This is an optimization exercise on Yosys and OpenROAD, whose aim is small area, a short achievable clock period and few clock cycles per item, not a production implementation. At most, simulation tests tie the RTL to the original design; equivalence was not proved. Function not checked in runs 1 and 3 to 6: the RTL went through the layout flow alone.

[flow/config.mk]
export PLATFORM = sky130hd
export DESIGN_NAME = Reconstructor
export DESIGN_NICKNAME = Reconstructor
export VERILOG_FILES = /design/flow/design.v
export SDC_FILE = /design/flow/constraint.sdc
export NUM_CORES = 4
export LEC_CHECK = 0
export ABC_CLOCK_PERIOD_IN_PS = 6000
export CAP_MARGIN = 20
export CORE_MARGIN = 2
export CORE_UTILIZATION = 40
export CTS_BUF_LIST = sky130_fd_sc_hd__clkbuf_8
export CTS_CLUSTER_SIZE = 30
export PLACE_DENSITY = 0.6
export SETUP_SLACK_MARGIN = 5
export SLEW_MARGIN = 20
[flow/constraint.sdc]
create_clock -name core_clock -period 11.0 [get_ports {CLK}]
set_input_delay 2.2000 -clock core_clock [delete_from_list [all_inputs] [get_ports {CLK}]]
set_output_delay 2.2000 -clock core_clock [all_outputs]
set_load 0.01 [all_outputs]
[flow/design.v]
module Reconstructor(
    input enable,
    input CLK,
    input reset,
    input [7:0]height,
    input [7:0]width,
    input Vector_sig,
    input [7:0]mv_x,
    input [7:0]addr_x,
    input [7:0]mv_y,
    input [7:0]addr_y,
    output Nxt_block_sig,
    input [1:0]data_type,
    output [15:0]Tindex,
    input [5:0]pdi,
    output [15:0]index,
    output we,
    output [8:0]datax_out,
    output [8:0]datay_out,
    output [5:0]pdo
    );
localparam IDLE = 3'd0, WAIT = 3'd1, S1 = 3'd2, RD = 3'd3, TL = 3'd4, WR = 3'd5;
reg [2:0] state;
reg [15:0] N;             
reg [1:0] kN;             
reg [1:0] kP;             
reg pv;                   
reg tv;                   
reg [3:0] f;              
reg [4:0] preg;           
reg [1:0] btype;
reg [1:0] rx, ry;
reg ser;                  
always @(posedge CLK) begin
  rx <= mv_x[1:0];
  ry <= mv_y[1:0];
  ser <= (width == 8'd0) | (width == 8'd1) | (width == 8'd255);
end
wire hasx = |rx, hasy = |ry;
function [4:0] oa;
  input [1:0] k;
  input [1:0] rx, ry;
  reg [2:0] cx, cy;
  begin
    cx = k[0] ? {1'b0, rx} : (rx == 2'd0 ? 3'd4 : {1'b0, 2'd0 - rx});
    cy = k[1] ? {1'b0, ry} : (ry == 2'd0 ? 3'd4 : {1'b0, 2'd0 - ry});
    case ({cx[2], cy[2]})
      2'b11: oa = 5'd16;
      2'b10: oa = {1'b0, cy[1:0], 2'b00};
      2'b01: oa = {1'b0, cx[1:0], 2'b00};
      default: case ({cx[1:0], cy[1:0]})
        4'b0101: oa = 5'd1;
        4'b0110, 4'b1001: oa = 5'd2;
        4'b0111, 4'b1101: oa = 5'd3;
        4'b1010: oa = 5'd4;
        4'b1011, 4'b1110: oa = 5'd6;
        4'b1111: oa = 5'd9;
        default: oa = 5'd0;
      endcase
    endcase
  end
endfunction
function [4:0] pri;
  input [4:0] o;
  input [1:0] t;
  pri = {o[4:2] + {1'b0, t}, o[1:0]};
endfunction
wire [4:0] oaN = oa(kN, rx, ry);
wire [4:0] pN = pri(oaN, btype);                          
wire [4:0] pN0 = pri(oaN, tv ? btype : data_type);       
wire s_rd = (state == RD), s_tl = (state == TL), s_wr = (state == WR);
wire [5:0] cp = {1'b0, preg};
wire [5:0] cg = cp & ~pdi, cl = ~cp & pdi;
wire [5:0] ce = ~(cg | cl);
wire gt = cg[5] | ce[5] & (cg[4] | ce[4] & (cg[3] | ce[3] & (cg[2] | ce[2] & (cg[1] | ce[1] & cg[0]))));
function [2:0] nextk;             
  input [1:0] k;
  input hx, hy;
  begin
    nextk[2] = (~k[0] & hx) | (~k[1] & hy);
    nextk[1:0] = (~k[0] & hx) ? {k[1], 1'b1} : 2'b10;
  end
endfunction
function [1:0] first;
  input [3:0] fl;
  first = fl[0] ? 2'd0 : fl[1] ? 2'd1 : fl[2] ? 2'd2 : 2'd3;
endfunction
function [2:0] target;
  input [2:0] st;
  input [1:0] k;
  input [3:0] fl;
  input sr, hx, hy;
  reg [2:0] n;
  begin
    n = nextk(k, hx, hy);
    target = {1'b0, k};
    case (st)
      S1: target = 3'd0;
      RD: if (n[2] & ~sr) target = {1'b0, n[1:0]};
      TL: if (|fl) target = {1'b0, first(fl)};
          else if (sr & n[2]) target = {1'b0, n[1:0]};
          else target = 3'b100;
      WR: if (|fl) target = {1'b0, first(fl)}; else target = 3'b100;
      default: target = 3'b100;
    endcase
  end
endfunction
wire [2:0] nk = nextk(kN, hasx, hasy);
wire nv = nk[2];
wire [3:0] fr = s_wr ? f & ~(4'b0001 << kN) : f;    
wire fany = |fr;
reg [2:0] ns;
always @(*)
  case (state)
    IDLE: ns = enable ? WAIT : IDLE;
    WAIT: ns = Vector_sig ? S1 : WAIT;
    S1:   ns = RD;
    RD:   ns = (~nv | ser) ? TL : RD;
    TL:   ns = fany ? WR : (ser & nv) ? RD : (~gt & Vector_sig) ? S1 : WAIT;
    WR:   ns = fany ? WR : WAIT;
    default: ns = IDLE;
  endcase
reg [3:0] fn;
always @(*) begin
  fn = f;
  case (state)
    S1: fn = 4'd0;
    RD: if (pv) fn[kP] = gt;
    WR: fn = fr;
    default: ;
  endcase
end
reg [1:0] tgt;
reg tmode;
wire [3:0] fnr = (ns == WR) ? fn & ~(4'b0001 << tgt) : fn;
wire [2:0] tn = target(ns, tgt, fnr, ser, hasx, hasy);
reg [7:0] ryc, rxc;
always @(posedge CLK) begin
  tgt <= tn[1:0];
  tmode <= tn[2];
  ryc <= addr_y + mv_y[7:2] + {7'd0, tn[1]};
  rxc <= addr_x + mv_x[7:2] + {7'd0, tn[0]};
end
wire [7:0] op = tmode ? addr_y : ryc;
wire [7:0] ax = tmode ? addr_x : rxc;
wire [15:0] r0 = {8'hFF, ~(width & {8{~op[0]}})};
wire s1 = r0[5] ^ (op[1] & width[4]);
wire c2 = r0[5] & (op[1] & width[4]);
wire s3 = r0[6] ^ (op[1] & width[5]) ^ (op[2] & width[4]);
wire c4 = (r0[6] & (op[1] & width[5])) | (r0[6] & (op[2] & width[4])) | ((op[1] & width[5]) & (op[2] & width[4]));
wire s5 = (op[3] & width[3]) ^ (op[4] & width[2]);
wire c6 = (op[3] & width[3]) & (op[4] & width[2]);
wire s7 = r0[7] ^ (op[1] & width[6]) ^ (op[2] & width[5]);
wire c8 = (r0[7] & (op[1] & width[6])) | (r0[7] & (op[2] & width[5])) | ((op[1] & width[6]) & (op[2] & width[5]));
wire s9 = (op[3] & width[4]) ^ (op[4] & width[3]) ^ (op[5] & width[2]);
wire c10 = ((op[3] & width[4]) & (op[4] & width[3])) | ((op[3] & width[4]) & (op[5] & width[2])) | ((op[4] & width[3]) & (op[5] & width[2]));
wire s11 = (op[6] & width[1]) ^ (op[7] & width[0]);
wire c12 = (op[6] & width[1]) & (op[7] & width[0]);
wire s13 = 1'b1 ^ (op[1] & width[7]) ^ (op[2] & width[6]);
wire c14 = (1'b1 & (op[1] & width[7])) | (1'b1 & (op[2] & width[6])) | ((op[1] & width[7]) & (op[2] & width[6]));
wire s15 = (op[3] & width[5]) ^ (op[4] & width[4]) ^ (op[5] & width[3]);
wire c16 = ((op[3] & width[5]) & (op[4] & width[4])) | ((op[3] & width[5]) & (op[5] & width[3])) | ((op[4] & width[4]) & (op[5] & width[3]));
wire s17 = (op[6] & width[2]) ^ (op[7] & width[1]);
wire c18 = (op[6] & width[2]) & (op[7] & width[1]);
wire s19 = 1'b1 ^ (op[2] & width[7]) ^ (op[3] & width[6]);
wire c20 = (1'b1 & (op[2] & width[7])) | (1'b1 & (op[3] & width[6])) | ((op[2] & width[7]) & (op[3] & width[6]));
wire s21 = (op[4] & width[5]) ^ (op[5] & width[4]) ^ (op[6] & width[3]);
wire c22 = ((op[4] & width[5]) & (op[5] & width[4])) | ((op[4] & width[5]) & (op[6] & width[3])) | ((op[5] & width[4]) & (op[6] & width[3]));
wire s23 = 1'b1 ^ (op[3] & width[7]) ^ (op[4] & width[6]);
wire c24 = (1'b1 & (op[3] & width[7])) | (1'b1 & (op[4] & width[6])) | ((op[3] & width[7]) & (op[4] & width[6]));
wire s25 = r0[3] ^ (op[1] & width[2]);
wire c26 = r0[3] & (op[1] & width[2]);
wire s27 = r0[4] ^ (op[1] & width[3]) ^ (op[2] & width[2]);
wire c28 = (r0[4] & (op[1] & width[3])) | (r0[4] & (op[2] & width[2])) | ((op[1] & width[3]) & (op[2] & width[2]));
wire s29 = (op[3] & width[1]) ^ (op[4] & width[0]);
wire c30 = (op[3] & width[1]) & (op[4] & width[0]);
wire s31 = s1 ^ (op[2] & width[3]) ^ (op[3] & width[2]);
wire c32 = (s1 & (op[2] & width[3])) | (s1 & (op[3] & width[2])) | ((op[2] & width[3]) & (op[3] & width[2]));
wire s33 = (op[4] & width[1]) ^ (op[5] & width[0]) ^ ax[5];
wire c34 = ((op[4] & width[1]) & (op[5] & width[0])) | ((op[4] & width[1]) & ax[5]) | ((op[5] & width[0]) & ax[5]);
wire s35 = c2 ^ s3 ^ s5;
wire c36 = (c2 & s3) | (c2 & s5) | (s3 & s5);
wire s37 = (op[5] & width[1]) ^ (op[6] & width[0]) ^ ax[6];
wire c38 = ((op[5] & width[1]) & (op[6] & width[0])) | ((op[5] & width[1]) & ax[6]) | ((op[6] & width[0]) & ax[6]);
wire s39 = c4 ^ c6 ^ s7;
wire c40 = (c4 & c6) | (c4 & s7) | (c6 & s7);
wire s41 = s9 ^ s11 ^ ax[7];
wire c42 = (s9 & s11) | (s9 & ax[7]) | (s11 & ax[7]);
wire s43 = c8 ^ c10 ^ c12;
wire c44 = (c8 & c10) | (c8 & c12) | (c10 & c12);
wire s45 = s13 ^ s15 ^ s17;
wire c46 = (s13 & s15) | (s13 & s17) | (s15 & s17);
wire s47 = c14 ^ c16 ^ c18;
wire c48 = (c14 & c16) | (c14 & c18) | (c16 & c18);
wire s49 = s19 ^ s21 ^ (op[7] & width[2]);
wire c50 = (s19 & s21) | (s19 & (op[7] & width[2])) | (s21 & (op[7] & width[2]));
wire s51 = c20 ^ c22 ^ s23;
wire c52 = (c20 & c22) | (c20 & s23) | (c22 & s23);
wire s53 = (op[5] & width[5]) ^ (op[6] & width[4]) ^ (op[7] & width[3]);
wire c54 = ((op[5] & width[5]) & (op[6] & width[4])) | ((op[5] & width[5]) & (op[7] & width[3])) | ((op[6] & width[4]) & (op[7] & width[3]));
wire s55 = c24 ^ 1'b1 ^ (op[4] & width[7]);
wire c56 = (c24 & 1'b1) | (c24 & (op[4] & width[7])) | (1'b1 & (op[4] & width[7]));
wire s57 = (op[5] & width[6]) ^ (op[6] & width[5]) ^ (op[7] & width[4]);
wire c58 = ((op[5] & width[6]) & (op[6] & width[5])) | ((op[5] & width[6]) & (op[7] & width[4])) | ((op[6] & width[5]) & (op[7] & width[4]));
wire s59 = 1'b1 ^ (op[5] & width[7]) ^ (op[6] & width[6]);
wire c60 = (1'b1 & (op[5] & width[7])) | (1'b1 & (op[6] & width[6])) | ((op[5] & width[7]) & (op[6] & width[6]));
wire s61 = r0[2] ^ (op[1] & width[1]);
wire c62 = r0[2] & (op[1] & width[1]);
wire s63 = s25 ^ (op[2] & width[1]) ^ (op[3] & width[0]);
wire c64 = (s25 & (op[2] & width[1])) | (s25 & (op[3] & width[0])) | ((op[2] & width[1]) & (op[3] & width[0]));
wire s65 = c26 ^ s27 ^ s29;
wire c66 = (c26 & s27) | (c26 & s29) | (s27 & s29);
wire s67 = c28 ^ c30 ^ s31;
wire c68 = (c28 & c30) | (c28 & s31) | (c30 & s31);
wire s69 = c32 ^ c34 ^ s35;
wire c70 = (c32 & c34) | (c32 & s35) | (c34 & s35);
wire s71 = c36 ^ c38 ^ s39;
wire c72 = (c36 & c38) | (c36 & s39) | (c38 & s39);
wire s73 = c40 ^ c42 ^ s43;
wire c74 = (c40 & c42) | (c40 & s43) | (c42 & s43);
wire s75 = c44 ^ c46 ^ s47;
wire c76 = (c44 & c46) | (c44 & s47) | (c46 & s47);
wire s77 = c48 ^ c50 ^ s51;
wire c78 = (c48 & c50) | (c48 & s51) | (c50 & s51);
wire s79 = c52 ^ c54 ^ s55;
wire c80 = (c52 & c54) | (c52 & s55) | (c54 & s55);
wire s81 = c56 ^ c58 ^ s59;
wire c82 = (c56 & c58) | (c56 & s59) | (c58 & s59);
wire s83 = c60 ^ 1'b1 ^ (op[6] & width[7]);
wire c84 = (c60 & 1'b1) | (c60 & (op[6] & width[7])) | (1'b1 & (op[6] & width[7]));
wire s85 = r0[1] ^ (op[1] & width[0]);
wire c86 = r0[1] & (op[1] & width[0]);
wire s87 = s61 ^ (op[2] & width[0]) ^ ax[2];
wire c88 = (s61 & (op[2] & width[0])) | (s61 & ax[2]) | ((op[2] & width[0]) & ax[2]);
wire s89 = c62 ^ s63 ^ ax[3];
wire c90 = (c62 & s63) | (c62 & ax[3]) | (s63 & ax[3]);
wire s91 = c64 ^ s65 ^ ax[4];
wire c92 = (c64 & s65) | (c64 & ax[4]) | (s65 & ax[4]);
wire s93 = c66 ^ s67 ^ s33;
wire c94 = (c66 & s67) | (c66 & s33) | (s67 & s33);
wire s95 = c68 ^ s69 ^ s37;
wire c96 = (c68 & s69) | (c68 & s37) | (s69 & s37);
wire s97 = c70 ^ s71 ^ s41;
wire c98 = (c70 & s71) | (c70 & s41) | (s71 & s41);
wire s99 = c72 ^ s73 ^ s45;
wire c100 = (c72 & s73) | (c72 & s45) | (s73 & s45);
wire s101 = c74 ^ s75 ^ s49;
wire c102 = (c74 & s75) | (c74 & s49) | (s75 & s49);
wire s103 = c76 ^ s77 ^ s53;
wire c104 = (c76 & s77) | (c76 & s53) | (s77 & s53);
wire s105 = c78 ^ s79 ^ s57;
wire c106 = (c78 & s79) | (c78 & s57) | (s79 & s57);
wire s107 = c80 ^ s81 ^ (op[7] & width[5]);
wire c108 = (c80 & s81) | (c80 & (op[7] & width[5])) | (s81 & (op[7] & width[5]));
wire s109 = c82 ^ s83 ^ (op[7] & width[6]);
wire c110 = (c82 & s83) | (c82 & (op[7] & width[6])) | (s83 & (op[7] & width[6]));
wire s111 = c84 ^ 1'b1 ^ (op[7] & width[7]);
wire c112 = (c84 & 1'b1) | (c84 & (op[7] & width[7])) | (1'b1 & (op[7] & width[7]));
wire [15:0] ta = {c112, c110, c108, c106, c104, c102, c100, c98, c96, c94, c92, c90, c88, c86, s85, r0[0]};
wire [15:0] tb = {1'b1, s111, s109, s107, s105, s103, s101, s99, s97, s95, s93, s91, s89, s87, ax[1], ax[0]};
wire [15:0] ag = ta & tb, ap = ta | tb;
wire [15:0] g1 = ag | (ap & {ag[14:0], 1'b0}), p1 = ap & {ap[14:0], 1'b0};
wire [15:0] g2 = g1 | (p1 & {g1[13:0], 2'b0}), p2 = p1 & {p1[13:0], 2'b0};
wire [15:0] g4 = g2 | (p2 & {g2[11:0], 4'b0}), p4 = p2 & {p2[11:0], 4'b0};
wire [15:0] g8 = g4 | (p4 & {g4[7:0], 8'b0});
wire [15:0] M = ta ^ tb ^ {g8[14:0], 1'b0};
wire tl_done = s_tl & ~fany & ~(ser & nv);    
assign Nxt_block_sig = (state == WAIT) | (tl_done & ~gt);
assign Tindex = N;
assign index = N;
assign we = (s_tl & gt) | s_wr;
assign pdo = {1'b0, pN};
assign datax_out = {1'b0, mv_x};
assign datay_out = {1'b0, mv_y};
always @(posedge CLK or posedge reset)
  if (reset)
    state <= IDLE;
  else
    state <= ns;
always @(posedge CLK) begin
  N <= M;
  kN <= tgt;
  f <= fn;
  case (state)
    S1: begin pv <= 1'b0; tv <= 1'b0; end
    RD: begin
      kP <= kN; pv <= 1'b1;
      preg <= pN0;
      if (~tv) btype <= data_type;
      tv <= 1'b1;
    end
    TL: pv <= 1'b0;
    default: ;
  endcase
end
endmodule
[flow/flow/run.sh]
#!/bin/bash
# Standard layout, with every port buffered by sky130_fd_sc_hd__buf_1 and a
# clock tree of clkbuf_8 without dummy loads.
set -euo pipefail
export BUFFER_PORTS_ARGS="-buffer_cell sky130_fd_sc_hd__buf_1"
export CTS_ARGS="-sink_clustering_enable -repair_clock_nets -dont_use_dummy_load -buf_list sky130_fd_sc_hd__clkbuf_8 -sink_clustering_size 30 -sink_clustering_max_diameter 150"
bash standard.sh > standard.log 2>&1
[flow/standard.sh]
#!/bin/bash
# synth_recipe.tcl (not shown) runs the flow's synth.tcl, then flattens the netlist and writes it again
# the make line also repeats each setting of config.mk as NAME=value (left out here)
make -C /OpenROAD-flow-scripts/flow DESIGN_CONFIG=/design/flow/config.mk WORK_HOME=/design/flow/orfs CLKGATE_MAP_FILE= SYNTH_SCRIPT=/design/flow/synth_recipe.tcl "${@:-finish}"
==> results.toml, run 1 <==
[routing]
via_per_inst = 4.92
routed_wl_mm = 12.1
vias = 4658
drtIter0Drc = 225
post-route-drc-count = 0
wire_per_inst_um = 12.8
first_pass_iters = 4
ant_nets = 0

[synth]
yosys-top-cells-area = "fa_1 (16%), dfxtp_1 (15%), ha_1 (14%)"
yosysWarnings = 1
ys.flop_type = "dfxtp_1"
ys_seq_area_share_pct = 21.8
syn_area_mm2 = 0.00610
ys_types = 68
synth_most_common_cell = "inv_1"
synth_edf_count = 11
synth_common_cells = "inv_1 (116), ha_1 (68), fa_1 (48), nor2_1 (47), dfxtp_1 (46)"
synth_top_area_share_pct = 15.8
postSynthCellCount = 689
synth_area_per_cell_um2 = 8.85
ys_ff_latch = 60
async_flop_share_pct = 5.00
netlist.top_cell.by_area = "fa_1"

[cts]
cts_tree = "yes"
insertion_delay_ns = 0.36
htree_num_levels = 3
cts-buffers-inserted = 9
cts.sinks = 60
clk_pin_slew_ns = 0.07
cts_root_buf = "clkbuf_8"
hold_buffers = 0
clk_path_buf_depth = 2

[global_routing]
grt_antenna_before_repair = 0
gr-total-overflow = 0
grt_usage_pct = 16.1
grt_max_degree = 17
grt_pass1_wl_mm = 20.8
grt_pass1_vias = 4502

[cells_and_area]
fillCellCount = 1508
finalNonFillerCells = 947
drive_gt1_share_pct = 8.04
n_antenna_cell = 0
area_delta_synth_final_pct = 10.4
nets = 937

[timing]
fin_ws_ns = 5.02
setup_viol = 0
rsz0062_at_grt = "true"
timing.final.hold_violations = 0
worst_hold_slack_ns = 0.541
max_freq_mhz = 167
totalNegativeSetupSlack_ns = 0
tightestPinTransition_ns = 1.17
final-max-slew-violation-count = 0
clock_skew_ns = 0.0220
finalCritPeriodShare_pct = 54.3
layout_min_cycle_time_ns = 5.98
slew_headroom_pct = 22.2

[worst_setup_path]
cp_slowest_cell = "fa_1"
required_ns = 11.24
crit_chain = "buf_8 -> mux2_4 -> and2_4 -> ha_4 -> fa_1 -> inv_2 -> fa_1 -> fa_1 -> inv_1 -> ha_2 -> or3_1 -> o211a_1 -> o41ai_4 -> o31ai_4 -> a211o_1 -> xor2_1"
max_stage_delay_ns = 0.53
arrival_ns = 6.21
startpoint_type = "primary input"
cp-end-kind = "flop"
cp_common_cell = "fa_1"
crit_fanout = 5
worst-setup-path-type = "in -> reg"

[die]
die_x_um = 127
num_rows = 45
core-area_mm2 = 0.0150
initial_utilization_pct = 40.6
die_h_um = 127
die-area_mm2 = 0.0162
io_pins = 118

[placed_design]
io_buffers = 106
dp_hpwl_mm = 9.87
place_ws_ns = 4.28
gp_congestion = 0.833
placed_cells = 932

[worst_hold_path]
hp-class = "reg -> reg"

[status]
status = "complete, no violations"

[flow_run]
maxCapViolCount = 0
critical path: cells and delay by family:
family | cells | cell delay (ns)
AOI/OAI and AO/OA | 4 | 1.00
and+or+nand+nor | 2 | 0.49
xor gates and xnor gates | 1 | 0.15
buffers and inverters | 3 | 0.19
muxes | 1 | 0.29
adders and majority gates | 5 | 1.88
logic make-up (layout without fill, tap and decap cells):
logic type,Yosys count,in the layout,share of synthesized area (%)
other cells,1,3,0.0615
simple gates,200,200,17.1
buf+inv,170,238,13.0
fa+ha+maj,116,116,29.7
mux,20,20,3.47
flops,60,60,21.8
xor+xnor,22,22,3.16
compound gates,100,100,11.8
layer usage:
| layer | wire length [um] | share of wire (%) | GRT usage [%] | vias up |
|---|---|---|---|---|
| met3 | 679 | 5.6 | 2.60 | 16 |
| met5 | 0 | 0 | 0 | - |
| met1 | 5840 | 48 | 21.8 | 2169 |
| met4 | 281 | 2.3 | 6.85 | 0 |
| li1 | - | - | - | 2347 |
| met2 | 5340 | 44 | 25.4 | 126 |
cells in the final DEF (no fill, tap or decap), types with 5 or more instances in the layout:
cell      instances
inv_1           115
buf_1            99
ha_1             65
fa_1             48
dfxtp_1          46
nor2_1           45
nor2b_1          41
nand2_1          40
nand2b_1         17
a21oi_1          17
o21ai_0          16
xnor2_1          14
nor3_1           13
edfxtp_1         11
and2_1           10
clkbuf_8          9
xor2_1            8
mux2i_1           7
mux2_2            7
nand4_1           6
o211ai_1          6
buf_4             6
a21o_1            5
o21ai_1           5
a21boi_0          5
final timing paths:
path                                start                 end  slack [ns]  cells after the start
hold reg to reg            tgt[1]$_DFF_P_       kN[1]$_DFF_P_        0.54                      0
hold / removal             tgt[1]$_DFF_P_       kN[1]$_DFF_P_        0.54                      0
setup / recovery                addr_y[1]       N[13]$_DFF_P_        5.02                     16
min in group asynchronous           reset  state[0]$_DFF_PP0_        1.67                      2
max in group asynchronous           reset  state[1]$_DFF_PP0_        9.20                      2
setup reg to reg            tmode$_DFF_P_       N[13]$_DFF_P_        5.76                     15
flip-flops by register name, indices dropped and copies added, names as in the netlist, 2 cells and up:
signal  count
preg        5
state       3
ry          2
tgt         2
btype       2
N          16
rx          2
rxc         8
kP          2
f           4
ryc         8
kN          2
layout make-up:
cell class / instances / area, um^2 / area share [%]
multi-input combinational: 461 / 4140 / 61.6
tap: 188 / 235 / 3.50
clock buffer: 9 / 124 / 1.84
inverter: 117 / 439 / 6.53
sequential: 60 / 1330 / 19.7
timing repair buffer: 112 / 462 / 6.86
repair_timing:
item / CTS / global route
endpoints found under the hold margin: 0 / 0
gates resized for setup: 17 / 18
setup buffers: 6 / 0
pin swaps: 7 / 5
setup endpoints to repair: 6 / 7
through the flow:
stage	util, %	instance area (um^2)
2_1_floorplan	-	6150
3_3_place_gp	42.7	6430
3_5_place_dp	42.7	6430
4_1_cts	44.3	6660
5_1_grt	44.8	6730
6_report	44.8	6730
==> run 2: changes to the inputs <==
--- a/flow/design.v
+++ b/flow/design.v
@@ -259,10 +259,5 @@
 wire [15:0] ta = {c112, c110, c108, c106, c104, c102, c100, c98, c96, c94, c92, c90, c88, c86, s85, r0[0]};
 wire [15:0] tb = {1'b1, s111, s109, s107, s105, s103, s101, s99, s97, s95, s93, s91, s89, s87, ax[1], ax[0]};
-wire [15:0] ag = ta & tb, ap = ta | tb;
-wire [15:0] g1 = ag | (ap & {ag[14:0], 1'b0}), p1 = ap & {ap[14:0], 1'b0};
-wire [15:0] g2 = g1 | (p1 & {g1[13:0], 2'b0}), p2 = p1 & {p1[13:0], 2'b0};
-wire [15:0] g4 = g2 | (p2 & {g2[11:0], 4'b0}), p4 = p2 & {p2[11:0], 4'b0};
-wire [15:0] g8 = g4 | (p4 & {g4[7:0], 8'b0});
-wire [15:0] M = ta ^ tb ^ {g8[14:0], 1'b0};
+wire [15:0] M = ta + tb;
 wire tl_done = s_tl & ~fany & ~(ser & nv);    
 assign Nxt_block_sig = (state == WAIT) | (tl_done & ~gt);
==> flow/flow/run.sh (replaced) <==
#!/bin/bash
# Standard layout, with every port buffered by sky130_fd_sc_hd__buf_1, a
# clock tree of clkbuf_8 without dummy loads, and timing repair aiming at
# 5.3 ns of setup slack.
set -euo pipefail
export BUFFER_PORTS_ARGS="-buffer_cell sky130_fd_sc_hd__buf_1"
export CTS_ARGS="-sink_clustering_enable -repair_clock_nets -dont_use_dummy_load -buf_list sky130_fd_sc_hd__clkbuf_8 -sink_clustering_size 30 -sink_clustering_max_diameter 150"
export SETUP_SLACK_MARGIN=5.3
bash standard.sh > standard.log 2>&1
--- a/flow/config.mk
+++ b/flow/config.mk
@@ -13,4 +13,3 @@
 export CTS_CLUSTER_SIZE = 30
 export PLACE_DENSITY = 0.6
-export SETUP_SLACK_MARGIN = 5
 export SLEW_MARGIN = 20
==> results.toml, run 2 <==
[routing]
routed_wl_mm = 12.0
wire_per_inst_um = 13.6
ant_nets = 0
drtIter0Drc = 300
post-route-drc-count = 0
vias = 4443
via_per_inst = 5.05
first_pass_iters = 4

[placed_design]
place_ws_ns = 4.70
io_buffers = 106
placed_cell_area_mm2 = 0.00604
dp_hpwl_mm = 9.61
gp_congestion = 0.833

[worst_setup_path]
startpoint_type = "primary input"
crit_fanout = 6
worst-setup-path-type = "in -> out"
reg2reg_depth = 13
required_ns = 8.80
arrival_ns = 3.46
cp-end-kind = "output pin"

[timing]
finalCritPeriodShare_pct = 51.4
fin_ws_ns = 5.34
clock_skew_ns = 0.0338
tightestPinTransition_ns = 0.698
worst_hold_slack_ns = 0.442
timing.final.hold_violations = 0
rsz0062_at_grt = "true"
slew_headroom_pct = 53.4
totalNegativeSetupSlack_ns = 0
layout_min_cycle_time_ns = 5.66
max_freq_mhz = 177
final-max-slew-violation-count = 0
setup_viol = 0

[synth]
netlist.top_cell.by_area = "fa_1"
yosys-top-cells-area = "fa_1 (17%), dfxtp_1 (16%), ha_1 (12%)"
syn_area_mm2 = 0.00568
synth_common_cells = "inv_1 (71), ha_1 (54), fa_1 (48), nand2_1 (47), dfxtp_1 (46)"
ys.flop_type = "dfxtp_1"
yosysWarnings = 1
synth_most_common_cell = "inv_1"
async_flop_share_pct = 5.00
ys_seq_area_share_pct = 23.3
synth_area_per_cell_um2 = 9.27
postSynthCellCount = 613
ys_ff_latch = 60
ys_types = 68
synth_edf_count = 11
synth_top_area_share_pct = 16.9

[cts]
cts_root_buf = "clkbuf_8"
htree_num_levels = 3
cts-buffers-inserted = 9
clk_path_buf_depth = 2
cts.sinks = 60
clk_pin_slew_ns = 0.06
hold_buffers = 0
insertion_delay_ns = 0.37
cts_tree = "yes"

[cells_and_area]
area_delta_synth_final_pct = 15.3
n_antenna_cell = 0
layout_commonest_cell = "buf_1"
drive_gt1_share_pct = 15.3
reg.largest.list = "N x16, rxc x8, ryc x8"
design_area_mm2 = 0.00656
regMostFlops = "N"
nets = 863
largest_register_ffs = 16
fillCellCount = 1374
final_cell_mix = "buf_1 (96), inv_1 (70), fa_1 (48), ha_1 (48), nand2_1 (47)"

[worst_hold_path]
hp-class = "reg -> reg"
hold_depth = 0

[die]
core-area_mm2 = 0.0139
die_x_um = 123
die_h_um = 123
die-area_mm2 = 0.0152
num_rows = 43
io_pins = 118
initial_utilization_pct = 40.9

[global_routing]
grt_antenna_before_repair = 0
grt_usage_pct = 17.3
grt_pass1_wl_mm = 20.4
gr-total-overflow = 0
grt_max_degree = 18
grt_pass1_vias = 4459

[status]
status = "complete, no violations"

[flow_run]
maxCapViolCount = 0
==> run 2: cells by family after synthesis <==
kind of cell             share of synthesized area [%]
adder cells (fa/ha/maj)                           28.8
other                                           0.0660
flip-flops                                        23.3
multiplexers                                      3.79
XOR/XNOR                                          3.54
buffers and inverters                             10.9
AND/OR/NAND/NOR                                   16.7
AO/OA/AOI/OAI                                     12.9
==> run 2: layout make-up <==
| class | count | area, um^2 | share of cell area [%] |
|---|---|---|---|
| sequential | 60 | 1330 | 20.3 |
| inverter | 72 | 270 | 4.12 |
| tap | 180 | 225 | 3.44 |
| timing repair buffer | 125 | 566 | 8.63 |
| multi-input combinational | 433 | 4040 | 61.7 |
| clock buffer | 9 | 124 | 1.89 |
==> run 2: routing by layer <==
layer,vias up,track usage (%),wire (um)
met3,12,3.69,718
met2,121,27.9,5580
met4,0,6.96,202
met5,-,0,0
met1,2121,22.7,5480
li1,2189,-,-
==> run 2: worst max-delay path, stage by stage <==
cell      delay, ns
buf_1          0.07
inv_1          0.06
ha_4           0.28
nand4b_1       0.14
a21oi_4        0.27
nor2_4         0.10
a41oi_2        0.13
nor2_1         0.06
buf_2          0.15
==> run 2: final timing paths <==
check / to / from / slack, ns
setup / recovery: Nxt_block_sig / pdi[2] / 5.34
hold / removal: kN[1]$_DFF_P_ / tgt[1]$_DFF_P_ / 0.44
setup reg to reg: N[14]$_DFF_P_ / tmode$_DFF_P_ / 6.44
hold reg to reg: kN[1]$_DFF_P_ / tgt[1]$_DFF_P_ / 0.44
max in group asynchronous: state[2]$_DFF_PP0_ / reset / 9.20
min in group asynchronous: state[0]$_DFF_PP0_ / reset / 1.66
==> run 2: through the flow <==
step	instances	utilization [%]
final	879	47.2
after global routing	879	47.2
after CTS	869	45.9
after detailed placement	851	43.5
after global placement	851	43.5
after floorplan	615	-
==> run 2: timing repair <==
| action | 4_1_cts | 5_1_grt |
|---|---|---|
| resized for setup | 26 | 29 |
| setup endpoints to repair | 7 | 12 |
| pin swaps | 12 | 23 |
| setup buffers | 9 | 10 |
Testbench counts of run 2, summed over its fixed seeds: cycles 37,693, vectors 5,350.
==> run 3: changes to the inputs <==
--- a/flow/design.v
+++ b/flow/design.v
@@ -24,7 +24,4 @@
 reg [15:0] N;             
 reg [1:0] kN;             
-reg [1:0] kP;             
-reg pv;                   
-reg tv;                   
 reg [3:0] f;              
 reg [4:0] preg;           
@@ -38,4 +35,7 @@
 end
 wire hasx = |rx, hasy = |ry;
+wire [1:0] kP = {kN[1] & kN[0], kN[1] & ~kN[0] & hasx};
+wire pv = (kN != 2'd0) & ~ser;
+wire tv = ~((state == RD) & (kN == 2'd0));    
 function [4:0] oa;
   input [1:0] k;
@@ -278,12 +278,8 @@
   f <= fn;
   case (state)
-    S1: begin pv <= 1'b0; tv <= 1'b0; end
     RD: begin
-      kP <= kN; pv <= 1'b1;
       preg <= pN0;
       if (~tv) btype <= data_type;
-      tv <= 1'b1;
     end
-    TL: pv <= 1'b0;
     default: ;
   endcase
==> flow/flow/run.sh (replaced) <==
#!/bin/bash
# Standard layout, with every port buffered by sky130_fd_sc_hd__buf_1 and a
# clock tree of clkbuf_8 without dummy loads.
set -euo pipefail
export BUFFER_PORTS_ARGS="-buffer_cell sky130_fd_sc_hd__buf_1"
export CTS_ARGS="-sink_clustering_enable -repair_clock_nets -dont_use_dummy_load -buf_list sky130_fd_sc_hd__clkbuf_8 -sink_clustering_size 30 -sink_clustering_max_diameter 150"
bash standard.sh > standard.log 2>&1
--- a/flow/config.mk
+++ b/flow/config.mk
@@ -13,3 +13,4 @@
 export CTS_CLUSTER_SIZE = 30
 export PLACE_DENSITY = 0.6
+export SETUP_SLACK_MARGIN = 5
 export SLEW_MARGIN = 20
==> results.toml, run 3 <==
[cells_and_area]
final_cell_mix = "buf_1 (103), inv_1 (77), ha_1 (50)"
n_antenna_cell = 0
layout_commonest_cell = "buf_1"
design_area_mm2 = 0.00617
fillCellCount = 1370
regMostFlops = "N"
nets = 833
drive_gt1_share_pct = 11.5
reg.largest.list = "N x16, rxc x8, ryc x8"
area_delta_synth_final_pct = 11.1
largest_register_ffs = 16

[timing]
slew_headroom_pct = 57.7
totalNegativeSetupSlack_ns = 0
layout_min_cycle_time_ns = 6.04
finalCritPeriodShare_pct = 54.9
fin_ws_ns = 4.96
rsz0062_at_grt = "true"
worst_hold_slack_ns = 0.483
tightestPinTransition_ns = 0.634
clock_skew_ns = 0.0221
max_freq_mhz = 165
timing.final.hold_violations = 0
final-max-slew-violation-count = 0
setup_viol = 0

[synth]
synth_most_common_cell = "inv_1"
synth_edf_count = 7
synth_area_per_cell_um2 = 9.26
yosysWarnings = 1
postSynthCellCount = 600
ys_seq_area_share_pct = 21.7
ys.flop_type = "dfxtp_1"
syn_area_mm2 = 0.00555
ys_ff_latch = 56
ys_types = 68
synth_common_cells = "inv_1 (79), ha_1 (53), fa_1 (48), dfxtp_1 (46), nand2_1 (40)"
synth_top_area_share_pct = 17.3
netlist.top_cell.by_area = "fa_1"
async_flop_share_pct = 5.36
yosys-top-cells-area = "fa_1 (17%), dfxtp_1 (17%), ha_1 (12%)"

[cts]
hold_buffers = 0
cts-buffers-inserted = 5
insertion_delay_ns = 0.33
cts.sinks = 56
cts_tree = "yes"
htree_num_levels = 2
clk_path_buf_depth = 2
cts_root_buf = "clkbuf_8"
clk_pin_slew_ns = 0.10

[worst_setup_path]
crit_fanout = 5
cp-end-kind = "flop"
reg2reg_depth = 17
cp_common_cell = "fa_1"
cp_slowest_cell = "fa_1"
r2r-start = "tmode$_DFF_P_"
arrival_ns = 6.31
timing.rr.end = "N[15]$_DFF_P_"
worst-setup-path-type = "in -> reg"
startpoint_type = "primary input"
max_stage_delay_ns = 0.53
required_ns = 11.26
r2r_slack_ns = 6.05
crit_chain = "buf_6 -> mux2_4 -> and2_4 -> fa_1 -> inv_2 -> fa_1 -> inv_2 -> fa_1 -> fa_1 -> ha_4 -> and2_4 -> a31oi_1 -> o21ai_1 -> o41ai_2 -> buf_4 -> o2111ai_4 -> a21oi_2 -> xnor2_1"

[routing]
vias = 4255
post-route-drc-count = 0
ant_nets = 0
routed_wl_mm = 11.2
drtIter0Drc = 148
first_pass_iters = 4
wire_per_inst_um = 13.2
via_per_inst = 5.01

[global_routing]
grt_usage_pct = 16.1
grt_pass1_wl_mm = 19.1
grt_pass1_vias = 4245
gr-total-overflow = 0
grt_max_degree = 17
grt_antenna_before_repair = 0

[placed_design]
place_ws_ns = 4.40
io_buffers = 106
dp_hpwl_mm = 9.10
placed_cell_area_mm2 = 0.00587
gp_congestion = 0.839

[worst_hold_path]
worstHoldStart = "tgt[1]$_DFF_P_"
hold_depth = 0
hp-class = "reg -> reg"
hold-path-endpoint = "kN[1]$_DFF_P_"

[die]
die-area_mm2 = 0.0148
num_rows = 43
core-area_mm2 = 0.0137
die_x_um = 122
io_pins = 118
die_h_um = 122
initial_utilization_pct = 40.5

[flow_run]
maxCapViolCount = 0

[status]
status = "complete, no violations"
-- run 3: changes by cell type in the layout (fill, tap and decap cells not counted), sizes merged, moves of 4 or more --
cell    delta
edfxtp     -4
o211ai     -5
nand2      -7
inv        +7
a21oi      -7
o21a       -5
nor2b      -5
clkbuf     -8
-- run 3: repair_timing --
action | 4_1_cts | 5_1_grt
endpoints found under the setup margin | 6 | 6
cloned | 0 | 0
resized for setup | 5 | 29
setup buffers | 5 | 7
pin swaps | 3 | 18
-- run 3: area by class of cell --
class	count	area, um^2	area share [%]
Sequential cell	56	1210	19.6
Tap cell	180	225	3.65
Timing Repair Buffer	118	517	8.37
Inverter	79	297	4.80
Multi-Input combinational cell	412	3860	62.5
Clock buffer	5	68.8	1.11
-- run 3: routing by layer --
layer  part of all wire (%)  GRT usage [%]  vias up
met5                      0              0        -
met4                    1.3           4.45        0
met3                    4.8           3.18       10
met2                     48           28.0      111
met1                     46           20.3     2051
li1                       -              -     2083
-- run 3: critical path, delay by kind of cell --
kind                     cells  cell delay [ns]
buffers and inverters        4             0.35
adder cells (fa/ha/maj)      5             2.21
AO/OA/AOI/OAI                5             0.81
AND/OR/NAND/NOR              2             0.32
multiplexers                 1             0.27
XOR/XNOR                     1             0.12
-- run 3: worst max path at each step --
stage / startpoint / end / depth (start not counted)
floorplan: addr_y[1] / N[15]$_DFF_P_ / 16
global placement: addr_y[1] / N[15]$_DFF_P_ / 14
detailed placement: addr_y[1] / N[15]$_DFF_P_ / 14
CTS: addr_y[3] / N[15]$_DFF_P_ / 16
global route: addr_y[2] / N[15]$_DFF_P_ / 18
finish: addr_y[2] / N[15]$_DFF_P_ / 18
-- run 3: through the flow --
| step | util, % | instances |
|---|---|---|
| after floorplan | - | 602 |
| after global placement | 42.8 | 833 |
| after detailed placement | 42.8 | 833 |
| after CTS | 43.8 | 843 |
| after global routing | 45.0 | 850 |
| final | 45.0 | 850 |
-- run 3: logic make-up after synthesis --
logic type      after synthesis  synth area share (%)
buf+inv                     134                  12.1
flops                        56                  21.7
compound gates               94                  12.6
simple gates                167                  15.9
mux                          23                  4.46
other cells                   1                0.0675
fa+ha+maj                   101                  29.2
xor+xnor                     24                  3.78
==> run 4: changes to the inputs <==
--- a/flow/design.v
+++ b/flow/design.v
@@ -24,18 +24,13 @@
 reg [15:0] N;             
 reg [1:0] kN;             
+reg [1:0] kP;             
+reg pv;                   
+reg tv;                   
 reg [3:0] f;              
 reg [4:0] preg;           
 reg [1:0] btype;
-reg [1:0] rx, ry;
-reg ser;                  
-always @(posedge CLK) begin
-  rx <= mv_x[1:0];
-  ry <= mv_y[1:0];
-  ser <= (width == 8'd0) | (width == 8'd1) | (width == 8'd255);
-end
+wire [1:0] rx = mv_x[1:0], ry = mv_y[1:0];
+wire ser = (width == 8'd0) | (width == 8'd1) | (width == 8'd255);    
 wire hasx = |rx, hasy = |ry;
-wire [1:0] kP = {kN[1] & kN[0], kN[1] & ~kN[0] & hasx};
-wire pv = (kN != 2'd0) & ~ser;
-wire tv = ~((state == RD) & (kN == 2'd0));    
 function [4:0] oa;
   input [1:0] k;
@@ -108,4 +103,6 @@
 wire [2:0] nk = nextk(kN, hasx, hasy);
 wire nv = nk[2];
+reg sercont;
+always @(posedge CLK) sercont <= ser & nv;
 wire [3:0] fr = s_wr ? f & ~(4'b0001 << kN) : f;    
 wire fany = |fr;
@@ -117,5 +114,5 @@
     S1:   ns = RD;
     RD:   ns = (~nv | ser) ? TL : RD;
-    TL:   ns = fany ? WR : (ser & nv) ? RD : (~gt & Vector_sig) ? S1 : WAIT;
+    TL:   ns = fany ? WR : sercont ? RD : (~gt & Vector_sig) ? S1 : WAIT;
     WR:   ns = fany ? WR : WAIT;
     default: ns = IDLE;
@@ -260,5 +257,5 @@
 wire [15:0] tb = {1'b1, s111, s109, s107, s105, s103, s101, s99, s97, s95, s93, s91, s89, s87, ax[1], ax[0]};
 wire [15:0] M = ta + tb;
-wire tl_done = s_tl & ~fany & ~(ser & nv);    
+wire tl_done = s_tl & ~fany & ~sercont;    
 assign Nxt_block_sig = (state == WAIT) | (tl_done & ~gt);
 assign Tindex = N;
@@ -278,8 +275,12 @@
   f <= fn;
   case (state)
+    S1: begin pv <= 1'b0; tv <= 1'b0; end
     RD: begin
+      kP <= kN; pv <= 1'b1;
       preg <= pN0;
       if (~tv) btype <= data_type;
+      tv <= 1'b1;
     end
+    TL: pv <= 1'b0;
     default: ;
   endcase
==> results.toml, run 4 <==
[status]
status = "complete, no violations"

[die]
die_h_um = 121
num_rows = 42
io_pins = 118
core-area_mm2 = 0.0133
initial_utilization_pct = 41.3
die-area_mm2 = 0.0147
die_x_um = 121

[synth]
async_flop_share_pct = 5.36
synth_most_common_cell = "inv_1"
synth_top_area_share_pct = 17.5
yosys-top-cells-area = "fa_1 (17%), dfxtp_1 (15%), ha_1 (12%)"
ys_ff_latch = 56
yosysWarnings = 1
ys_seq_area_share_pct = 22.6
synth_edf_count = 11
netlist.top_cell.by_area = "fa_1"
synth_area_per_cell_um2 = 9.24
syn_area_mm2 = 0.00551
synth_common_cells = "inv_1 (75), ha_1 (54), fa_1 (48), nand2_1 (44), dfxtp_1 (42)"
postSynthCellCount = 596
ys_types = 60
ys.flop_type = "dfxtp_1"

[global_routing]
grt_max_degree = 17
grt_pass1_vias = 4357
gr-total-overflow = 0
grt_antenna_before_repair = 0
grt_usage_pct = 17.2
grt_pass1_wl_mm = 20.2

[worst_setup_path]
r2r-start = "tmode$_DFF_P_"
arrival_ns = 4.01
required_ns = 8.80
worst-setup-path-type = "in -> out"
r2r_slack_ns = 6.09
reg2reg_depth = 17
crit_fanout = 3
crit_end = "pdo[4]"
cp-end-kind = "output pin"
timing.rr.end = "N[13]$_DFF_P_"
startpoint_type = "primary input"
crit_start = "mv_y[0]"

[cts]
cts-buffers-inserted = 5
cts.sinks = 56
insertion_delay_ns = 0.33
cts_root_buf = "clkbuf_8"
cts_tree = "yes"
clk_pin_slew_ns = 0.10
clk_path_buf_depth = 2
htree_num_levels = 2

[routing]
drtIter0Drc = 175
routed_wl_mm = 12.0
first_pass_iters = 4
wire_per_inst_um = 14.0
ant_nets = 0
post-route-drc-count = 0
vias = 4321
via_per_inst = 5.04

[timing]
layout_min_cycle_time_ns = 6.21
finalCritPeriodShare_pct = 56.5
totalNegativeSetupSlack_ns = 0
setup_viol = 0
timing.final.hold_violations = 0
slew_headroom_pct = 56.1
clock_skew_ns = 0.0175
final-max-slew-violation-count = 0
max_freq_mhz = 161
tightestPinTransition_ns = 0.658
rsz0062_at_grt = "true"

[cells_and_area]
layout_commonest_cell = "buf_1"
finalNonFillerCells = 857
area_delta_synth_final_pct = 17.3
n_antenna_cell = 0
regMostFlops = "N"
final_cell_mix = "buf_1 (94), inv_1 (72), fa_1 (45)"
design_area_mm2 = 0.00646
drive_gt1_share_pct = 16.3
nets = 845
reg.largest.list = "N x16, rxc x8, ryc x8"
largest_register_ffs = 16

[flow_run]
maxCapViolCount = 0

[placed_design]
placed_cells = 830
io_buffers = 106
placed_cell_area_mm2 = 0.00589
dp_hpwl_mm = 9.15
gp_congestion = 0.828

[worst_hold_path]
hp-class = "reg -> reg"
## run 4: repair_timing
action	CTS	global route
setup buffers	16	6
hold buffers	0	0
gates resized for setup	30	45
setup endpoints to repair	7	14
gates cloned	0	0
pin swaps	15	18
## run 4: cells by family (layout without fill, tap and decap cells)
| family | count (synthesis) | after routing | synth area share [%] |
|---|---|---|---|
| simple gates | 173 | 173 | 16.6 |
| mux | 21 | 21 | 4.07 |
| compound gates | 91 | 91 | 11.6 |
| fa+ha+maj | 102 | 102 | 29.7 |
| flops | 56 | 56 | 22.6 |
| buf+inv | 126 | 209 | 11.1 |
| other cells | 1 | 3 | 0.0681 |
| xor+xnor | 26 | 26 | 4.14 |
## run 4: worst min-delay path by stage
stage	startpoint	to	slack, ns	depth (start not counted)
6_report	tgt[1]$_DFF_P_	kN[1]$_DFF_P_	0.51	0
5_1_grt	tgt[1]$_DFF_P_	kN[1]$_DFF_P_	0.55	0
4_1_cts	tgt[1]$_DFF_P_	kN[1]$_DFF_P_	0.51	0
3_5_place_dp	tgt[1]$_DFF_P_	kN[1]$_DFF_P_	0.49	0
3_3_place_gp	tgt[1]$_DFF_P_	kN[1]$_DFF_P_	0.49	0
2_1_floorplan	tgt[1]$_DFF_P_	kN[1]$_DFF_P_	0.33	0
## run 4: layout make-up
type / count / area (um^2)
clock buffer: 5 / 68.8
fill: 1303 / 6890
multi-input combinational: 416 / 4010
timing repair buffer: 128 / 616
sequential: 56 / 1250
tap: 176 / 220
inverter: 76 / 300
## run 4: routing by layer
layer | share of wire (%) | vias up | routed length, um | track usage (%)
met2 | 47 | 118 | 5650 | 28.4
li1 | - | 2117 | - | -
met4 | 0.95 | 0 | 114 | 3.81
met5 | 0 | - | 0 | 0
met3 | 5.1 | 8 | 608 | 3.24
met1 | 47 | 2078 | 5600 | 23.3
## run 4: per-stage QoR
stage               utilization (%)  worst slack (ns)  hold slack [ns]
floorplan                         -              4.97            0.329
global placement               44.1              4.38            0.488
detailed placement             44.1              4.34            0.490
CTS                            46.4              4.73            0.509
global route                   48.4              4.70            0.547
finish                         48.4              4.79            0.513
## run 4: worst max-delay path, stage by stage
cell,delay [ns]
buf_8,0.10
inv_4,0.05
ha_4,0.20
mux2i_4,0.15
inv_2,0.08
ha_4,0.15
mux2i_1,0.16
o21ai_2,0.08
ha_2,0.19
fa_2,0.35
xor2_2,0.15
buf_2,0.14
==> run 5: changes to the inputs <==
--- a/flow/design.v
+++ b/flow/design.v
@@ -30,6 +30,11 @@
 reg [4:0] preg;           
 reg [1:0] btype;
-wire [1:0] rx = mv_x[1:0], ry = mv_y[1:0];
-wire ser = (width == 8'd0) | (width == 8'd1) | (width == 8'd255);    
+reg [1:0] rx, ry;
+reg ser;                  
+always @(posedge CLK) begin
+  rx <= mv_x[1:0];
+  ry <= mv_y[1:0];
+  ser <= (width == 8'd0) | (width == 8'd1) | (width == 8'd255);
+end
 wire hasx = |rx, hasy = |ry;
 function [4:0] oa;
@@ -97,5 +102,5 @@
           else target = 3'b100;
       WR: if (|fl) target = {1'b0, first(fl)}; else target = 3'b100;
-      default: target = 3'b100;
+      default: target = 3'd0;     
     endcase
   end
@@ -103,6 +108,4 @@
 wire [2:0] nk = nextk(kN, hasx, hasy);
 wire nv = nk[2];
-reg sercont;
-always @(posedge CLK) sercont <= ser & nv;
 wire [3:0] fr = s_wr ? f & ~(4'b0001 << kN) : f;    
 wire fany = |fr;
@@ -114,22 +117,39 @@
     S1:   ns = RD;
     RD:   ns = (~nv | ser) ? TL : RD;
-    TL:   ns = fany ? WR : sercont ? RD : (~gt & Vector_sig) ? S1 : WAIT;
+    TL:   ns = fany ? WR : (ser & nv) ? RD : (~gt & Vector_sig) ? S1 : WAIT;
     WR:   ns = fany ? WR : WAIT;
     default: ns = IDLE;
   endcase
-reg [3:0] fn;
-always @(*) begin
-  fn = f;
+function [3:0] flags;
+  input [2:0] st;
+  input [3:0] f, fr;
+  input pv, g;
+  input [1:0] kP;
+  begin
+    flags = f;
+    case (st)
+      S1: flags = 4'd0;
+      RD: if (pv) flags[kP] = g;
+      WR: flags = fr;
+      default: ;
+    endcase
+  end
+endfunction
+wire [3:0] fn0 = flags(state, f, fr, pv, 1'b0, kP);
+wire [3:0] fn1 = flags(state, f, fr, pv, 1'b1, kP);
+wire [3:0] fn = gt ? fn1 : fn0;
+reg [2:0] nst;
+always @(*)
   case (state)
-    S1: fn = 4'd0;
-    RD: if (pv) fn[kP] = gt;
-    WR: fn = fr;
-    default: ;
+    TL:   nst = fany ? WR : (ser & nv) ? RD : S1;
+    default: nst = ns;
   endcase
-end
 reg [1:0] tgt;
 reg tmode;
-wire [3:0] fnr = (ns == WR) ? fn & ~(4'b0001 << tgt) : fn;
-wire [2:0] tn = target(ns, tgt, fnr, ser, hasx, hasy);
+wire [3:0] fnr0 = (nst == WR) ? fn0 & ~(4'b0001 << tgt) : fn0;
+wire [3:0] fnr1 = (nst == WR) ? fn1 & ~(4'b0001 << tgt) : fn1;
+wire [2:0] tn0 = target(nst, tgt, fnr0, ser, hasx, hasy);
+wire [2:0] tn1 = target(nst, tgt, fnr1, ser, hasx, hasy);
+wire [2:0] tn = gt ? tn1 : tn0;
 reg [7:0] ryc, rxc;
 always @(posedge CLK) begin
@@ -139,6 +159,7 @@
   rxc <= addr_x + mv_x[7:2] + {7'd0, tn[0]};
 end
-wire [7:0] op = tmode ? addr_y : ryc;
-wire [7:0] ax = tmode ? addr_x : rxc;
+wire tm = tmode | (state == WAIT) | (state == IDLE);
+wire [7:0] op = tm ? addr_y : ryc;
+wire [7:0] ax = tm ? addr_x : rxc;
 wire [15:0] r0 = {8'hFF, ~(width & {8{~op[0]}})};
 wire s1 = r0[5] ^ (op[1] & width[4]);
@@ -257,5 +278,5 @@
 wire [15:0] tb = {1'b1, s111, s109, s107, s105, s103, s101, s99, s97, s95, s93, s91, s89, s87, ax[1], ax[0]};
 wire [15:0] M = ta + tb;
-wire tl_done = s_tl & ~fany & ~sercont;    
+wire tl_done = s_tl & ~fany & ~(ser & nv);    
 assign Nxt_block_sig = (state == WAIT) | (tl_done & ~gt);
 assign Tindex = N;
--- a/flow/config.mk
+++ b/flow/config.mk
@@ -13,4 +13,4 @@
 export CTS_CLUSTER_SIZE = 30
 export PLACE_DENSITY = 0.6
-export SETUP_SLACK_MARGIN = 5
+export SETUP_SLACK_MARGIN = 4.5
 export SLEW_MARGIN = 20
==> results.toml, run 5 <==
[placed_design]
placed_cells = 886
io_buffers = 106
dp_hpwl_mm = 10.2
placed_cell_area_mm2 = 0.00619
gp_congestion = 0.937

[global_routing]
grt_antenna_before_repair = 0
grt_max_degree = 17
top_usage_layer = "met2"
grt_usage_pct = 17.1
met1_usage_pct = 23.2
grtUsageMet3_pct = 3.31
gr-total-overflow = 0
met2_usage_pct = 26.5
grt_pass1_wl_mm = 21.7
grt_pass1_vias = 4622

[routing]
post-route-drc-count = 0
drtIter0Drc = 240
vias = 4687
ant_nets = 0
wire_per_inst_um = 14.4
via_per_inst = 5.23
first_pass_iters = 5
routed_wl_mm = 12.9

[worst_setup_path]
worst-setup-path-type = "in -> reg"
r2r-start = "state[1]$_DFF_PP0_"
arrival_ns = 6.65
required_ns = 11.28
reg2reg_depth = 17
r2r_slack_ns = 5.15
startpoint_type = "primary input"
cp-end-kind = "flop"
crit_fanout = 8
timing.rr.end = "N[15]$_DFF_P_"

[die]
die_h_um = 126
die_x_um = 126
die-area_mm2 = 0.0158
core-area_mm2 = 0.0145
num_rows = 44
io_pins = 118
initial_utilization_pct = 40.9

[cells_and_area]
multi_input_area_mm2 = 0.00400
finalNonFillerCells = 896
fillCellCount = 1444
regMostFlops = "N"
nets = 872
regArea_mm2 = 0.00133
design_area_mm2 = 0.00637
final_cell_mix = "buf_1 (106), inv_1 (73), ha_1 (49)"
area_delta_synth_final_pct = 7.52
layout_commonest_cell = "buf_1"
n_antenna_cell = 0
reg.largest.list = "N x16, rxc x8, ryc x8"
drive_gt1_share_pct = 7.30
largest_register_ffs = 16
utilization_pct = 44.0

[cts]
cts_tree = "yes"
htree_num_levels = 3
cts.sinks = 60
cts_root_buf = "clkbuf_8"
clk_pin_slew_ns = 0.07
cts-buffers-inserted = 9
insertion_delay_ns = 0.37
hold_buffers = 0
clk_path_buf_depth = 2

[synth]
ys.flop_type = "dfxtp_1"
synth_common_cells = "inv_1 (73), ha_1 (50), fa_1 (48), nor2_1 (47), dfxtp_1 (46)"
synth_top_area_share_pct = 16.2
yosys-top-cells-area = "fa_1 (16%), dfxtp_1 (16%), ha_1 (11%)"
ys_seq_area_share_pct = 22.4
postSynthCellCount = 648
ys_ff_latch = 60
synth_area_per_cell_um2 = 9.14
async_flop_share_pct = 5.00
synth_most_common_cell = "inv_1"
yosysWarnings = 1
netlist.top_cell.by_area = "fa_1"
synth_edf_count = 11
syn_area_mm2 = 0.00592
ys_types = 73

[timing]
totalNegativeSetupSlack_ns = 0
tightestPinTransition_ns = 0.743
timing.final.hold_violations = 0
rsz0062_at_grt = "true"
layout_min_cycle_time_ns = 6.37
finalCritPeriodShare_pct = 57.9
slew_headroom_pct = 49.1
max_freq_mhz = 157
clock_skew_ns = 0.0169
final-max-slew-violation-count = 0
setup_viol = 0

[worst_hold_path]
hold_depth = 0
worstHoldStart = "tgt[1]$_DFF_P_"
hold-path-endpoint = "kN[1]$_DFF_P_"
hp-class = "reg -> reg"

[status]
status = "complete, no violations"

[flow_run]
maxCapViolCount = 0
-- run 5: changes by cell type in the layout (fill, tap and decap cells not counted), sizes merged, moves of 6 or more --
| cell | before | now |
|---|---|---|
| nor3 | 8 | 14 |
| o21ai | 15 | 33 |
| buf | 124 | 107 |
| o211ai | 1 | 7 |
| nand4 | 9 | 2 |
| nor2 | 29 | 47 |
-- run 5: cell families after synthesis --
group	count (synthesis)	synth area share, %
and+or+nand+nor	180	15.8
AOI/OAI and AO/OA	130	15.7
other	1	0.0633
buffers and inverters	129	10.9
xor gates and xnor gates	23	3.40
muxes	27	4.90
adders and majority gates	98	26.8
DFF	60	22.4
-- run 5: layout make-up --
class                   instances  area share [%]
multi-input cells             461            62.8
flip-flops and latches         60            20.8
repair buffers                107            6.37
inverters                      75            4.44
well taps                     184            3.62
clock buffers                   9            1.95
-- run 5: worst max path at each step --
stage	startpoint	end	slack (ns)	cells past startpoint
finish	addr_y[2]	N[15]$_DFF_P_	4.63	17
global route	addr_y[2]	N[15]$_DFF_P_	4.40	17
CTS	addr_y[0]	N[15]$_DFF_P_	4.63	17
detailed placement	addr_y[0]	N[15]$_DFF_P_	4.10	17
global placement	addr_y[0]	N[15]$_DFF_P_	4.11	17
floorplan	addr_y[0]	N[15]$_DFF_P_	4.77	16
-- run 5: what timing repair did --
item | 4_1_cts | 5_1_grt
endpoints found under the setup margin | 1 | 5
pin swaps | 0 | 2
endpoints found under the hold margin | 0 | 0
gates resized for setup | 1 | 7
buffers inserted | 0 | 1
-- run 5: worst max-delay path: stages --
cell and delay [ns]:
buf_1 0.11, mux2_2 0.36, and2_1 0.20, fa_1 0.48, inv_1 0.05, fa_1 0.47, inv_1 0.05, fa_1 0.46
fa_1 0.53, ha_2 0.30, and3_1 0.17, a21oi_1 0.16, o31ai_2 0.13, o41ai_2 0.45, o21ai_2 0.12, o41ai_2 0.25
xnor2_1 0.16
-- run 5: through the flow --
step | hold slack (ns) | setup slack, ns
after global routing | 0.485 | 4.40
after floorplan | 0.326 | 4.77
final | 0.467 | 4.63
after global placement | 0.445 | 4.11
after detailed placement | 0.448 | 4.10
after CTS | 0.458 | 4.63
-- run 5: metal layers --
| metal | share of wire, % | wire length [um] |
|---|---|---|
| met4 | 2.2 | 284 |
| met2 | 45 | 5870 |
| met3 | 5.8 | 749 |
| met5 | 0 | 0 |
| met1 | 47 | 6000 |
==> run 6: changes to the inputs <==
--- a/flow/config.mk
+++ b/flow/config.mk
@@ -13,4 +13,4 @@
 export CTS_CLUSTER_SIZE = 30
 export PLACE_DENSITY = 0.6
-export SETUP_SLACK_MARGIN = 4.5
+export SETUP_SLACK_MARGIN = 4.8
 export SLEW_MARGIN = 20
==> results.toml, run 6 <==
[global_routing]
grt_pass1_wl_mm = 22.4
met1_usage_pct = 23.1
met2_usage_pct = 29.1
top_usage_layer = "met2"
gr-total-overflow = 0
grt_antenna_before_repair = 0
grt_usage_pct = 17.5
grt_pass1_vias = 4719
grtUsageMet3_pct = 3.02
grt_max_degree = 17

[cts]
cts_root_buf = "clkbuf_8"
cts-buffers-inserted = 9
insertion_delay_ns = 0.36
cts_tree = "yes"
htree_num_levels = 3
cts.sinks = 60
clk_path_buf_depth = 2
hold_buffers = 0
clk_pin_slew_ns = 0.06

[flow_run]
maxCapViolCount = 0

[cells_and_area]
n_antenna_cell = 0
layout_commonest_cell = "buf_1"
regMostFlops = "N"
multi_input_area_mm2 = 0.00407
reg.largest.list = "N x16, rxc x8, ryc x8"
drive_gt1_share_pct = 10.2
regArea_mm2 = 0.00133
largest_register_ffs = 16
area_delta_synth_final_pct = 10.0
nets = 879
fillCellCount = 1405
final_cell_mix = "buf_1 (101), inv_1 (71), fa_1 (48), ha_1 (48), nor2_1 (47)"

[worst_setup_path]
crit_fanout = 3
required_ns = 11.23
cp_common_cell = "fa_1"
worst-setup-path-type = "in -> reg"
max_stage_delay_ns = 0.54
cp-end-kind = "flop"
cp_num_buf_inv = 3
startpoint_type = "primary input"
cp_slowest_cell = "fa_1"
path_delay_family = "adder cells"
crit_chain = "buf_6 -> mux2_4 -> and2_4 -> fa_1 -> inv_2 -> fa_1 -> inv_2 -> fa_1 -> fa_1 -> ha_4 -> and3_4 -> a21oi_4 -> o31ai_4 -> o41ai_4 -> o21ai_1 -> o41ai_2 -> xnor2_1"
arrival_ns = 6.41

[routing]
wire_per_inst_um = 14.7
routed_wl_mm = 13.2
first_pass_iters = 4
post-route-drc-count = 0
vias = 4703
ant_nets = 0
via_per_inst = 5.21
drtIter0Drc = 270

[synth]
netlist.top_cell.by_area = "fa_1"
ys_types = 73
postSynthCellCount = 648
synth_edf_count = 11
ys_seq_area_share_pct = 22.4
ys.flop_type = "dfxtp_1"
yosysWarnings = 1
synth_common_cells = "inv_1 (73), ha_1 (50), fa_1 (48), nor2_1 (47), dfxtp_1 (46)"
synth_area_per_cell_um2 = 9.14
synth_top_area_share_pct = 16.2
ys_ff_latch = 60
synth_most_common_cell = "inv_1"
async_flop_share_pct = 5.00
yosys-top-cells-area = "fa_1 (16%), dfxtp_1 (16%), ha_1 (11%)"
syn_area_mm2 = 0.00592

[status]
status = "complete, no violations"

[placed_design]
place_ws_ns = 4.26
gp_congestion = 0.879
io_buffers = 106
dp_hpwl_mm = 10.4

[timing]
fin_ws_ns = 4.81
clock_skew_ns = 0.0187
layout_min_cycle_time_ns = 6.19
worst_hold_slack_ns = 0.468
finalCritPeriodShare_pct = 56.2
totalNegativeSetupSlack_ns = 0
setup_viol = 0
max_freq_mhz = 162
final-max-slew-violation-count = 0
slew_headroom_pct = 48.7
timing.final.hold_violations = 0
rsz0062_at_grt = "true"
tightestPinTransition_ns = 0.747

[die]
initial_utilization_pct = 40.9
io_pins = 118
core-area_mm2 = 0.0145
die_x_um = 126
num_rows = 44
die-area_mm2 = 0.0158
die_h_um = 126

[worst_hold_path]
hp-class = "reg -> reg"
-- run 6: worst register-to-register path, cell delays in order (launching register included) --
cell and delay, ns:
dfrtp_1 0.58, o21bai_4 0.68, mux2_4 0.38, and2_4 0.16, fa_1 0.52, inv_2 0.05, fa_1 0.51, inv_2 0.04
fa_1 0.47, fa_1 0.54, ha_4 0.22, and3_4 0.15, a21oi_4 0.13, o31ai_4 0.11, o41ai_4 0.41, o21ai_1 0.15
o41ai_2 0.27, xnor2_1 0.12
-- run 6: path summary, 6_finish.rpt --
check	cells after the start	slack [ns]	endpoint	from
setup reg to reg	17	5.40	N[15]$_DFF_P_	state[1]$_DFF_PP0_
setup / recovery	17	4.81	N[15]$_DFF_P_	addr_y[2]
hold reg to reg	0	0.47	kN[1]$_DFF_P_	tgt[1]$_DFF_P_
max in group asynchronous	2	9.17	state[2]$_DFF_PP0_	reset
hold / removal	0	0.47	kN[1]$_DFF_P_	tgt[1]$_DFF_P_
min in group asynchronous	2	1.69	state[0]$_DFF_PP0_	reset
-- run 6: kinds of logic after synthesis --
| group | share of synthesized area (%) |
|---|---|
| AO/OA/AOI/OAI | 15.7 |
| XOR/XNOR | 3.40 |
| adder cells (fa/ha/maj) | 26.8 |
| buffers and inverters | 10.9 |
| flip-flops | 22.4 |
| multiplexers | 4.90 |
| other | 0.0633 |
| AND/OR/NAND/NOR | 15.8 |
-- run 6: layer usage --
metal	routed length, um	share of wire [%]	vias to the layer above
met3	658	5.0	15
met2	6240	47	136
met5	0	0	-
met4	212	1.6	0
li1	-	-	2304
met1	6140	46	2248
-- run 6: layout make-up --
| class | instances | area share, % |
|---|---|---|
| Inverter | 75 | 4.34 |
| Multi-Input combinational cell | 461 | 62.5 |
| Timing Repair Buffer | 114 | 7.32 |
| Sequential cell | 60 | 20.4 |
| Clock buffer | 9 | 1.90 |
| Tap cell | 184 | 3.54 |
-- run 6: timing repair --
action | in CTS | in global routing
endpoints found under the setup margin | 4 | 6
buffers inserted | 8 | 0
cloned | 0 | 0
resized for setup | 25 | 3
endpoints found under the hold margin | 0 | 0
pin swaps | 11 | 1
-- run 6: through the flow --
step	cell area, um^2	std cells	utilization [%]
after CTS	6490	903	44.8
after detailed placement	6200	886	42.8
after global routing	6510	903	45.0
after global placement	6200	886	42.8
final	6510	903	45.0
after floorplan	5930	650	-

what the ideal ports hide:
The flow's constraints put no driver on any port. The routed layouts listed below were extracted and timed again, unchanged, in two steps. Step 1: set_driving_cell puts a clkbuf_16 on CLK and a buf_2 on each other input, an assumption about the parent block. Step 2 times the ports against the registers' clock, not the clock port: input delays grow and output delays shrink by t, the midpoint of the rising clock arrivals with the driver on. a / b / c = ideal / step 1 / step 2; a / b = the first two.
| run | t (ns) | setup WS [ns] | worst setup path at the end | worst slew at a driven data input, ns |
|---|---|---|---|---|
| run 1 | 0.386 | 5.025 / 5.022 / 4.636 | input to register | 0.05 |
| run 2 | 0.392 | 5.344 / 5.320 / 4.958 | input to register | 0.06 |
| run 3 | 0.355 | 4.956 / 4.953 / 4.598 | input to register | 0.05 |
| run 4 | 0.355 | 4.790 / 4.745 / 4.714 | input to register | 0.06 |
| run 5 | 0.396 | 4.631 / 4.644 / 4.248 | input to register | 0.05 |
| run 6 | 0.392 | 4.814 / 4.818 / 4.426 | input to register | 0.04 |
After both steps setup and hold are still met in every run listed. The setup slack of run 1, which loses most, moves by -0.003 ns with the drivers and by -0.389 ns with both steps.
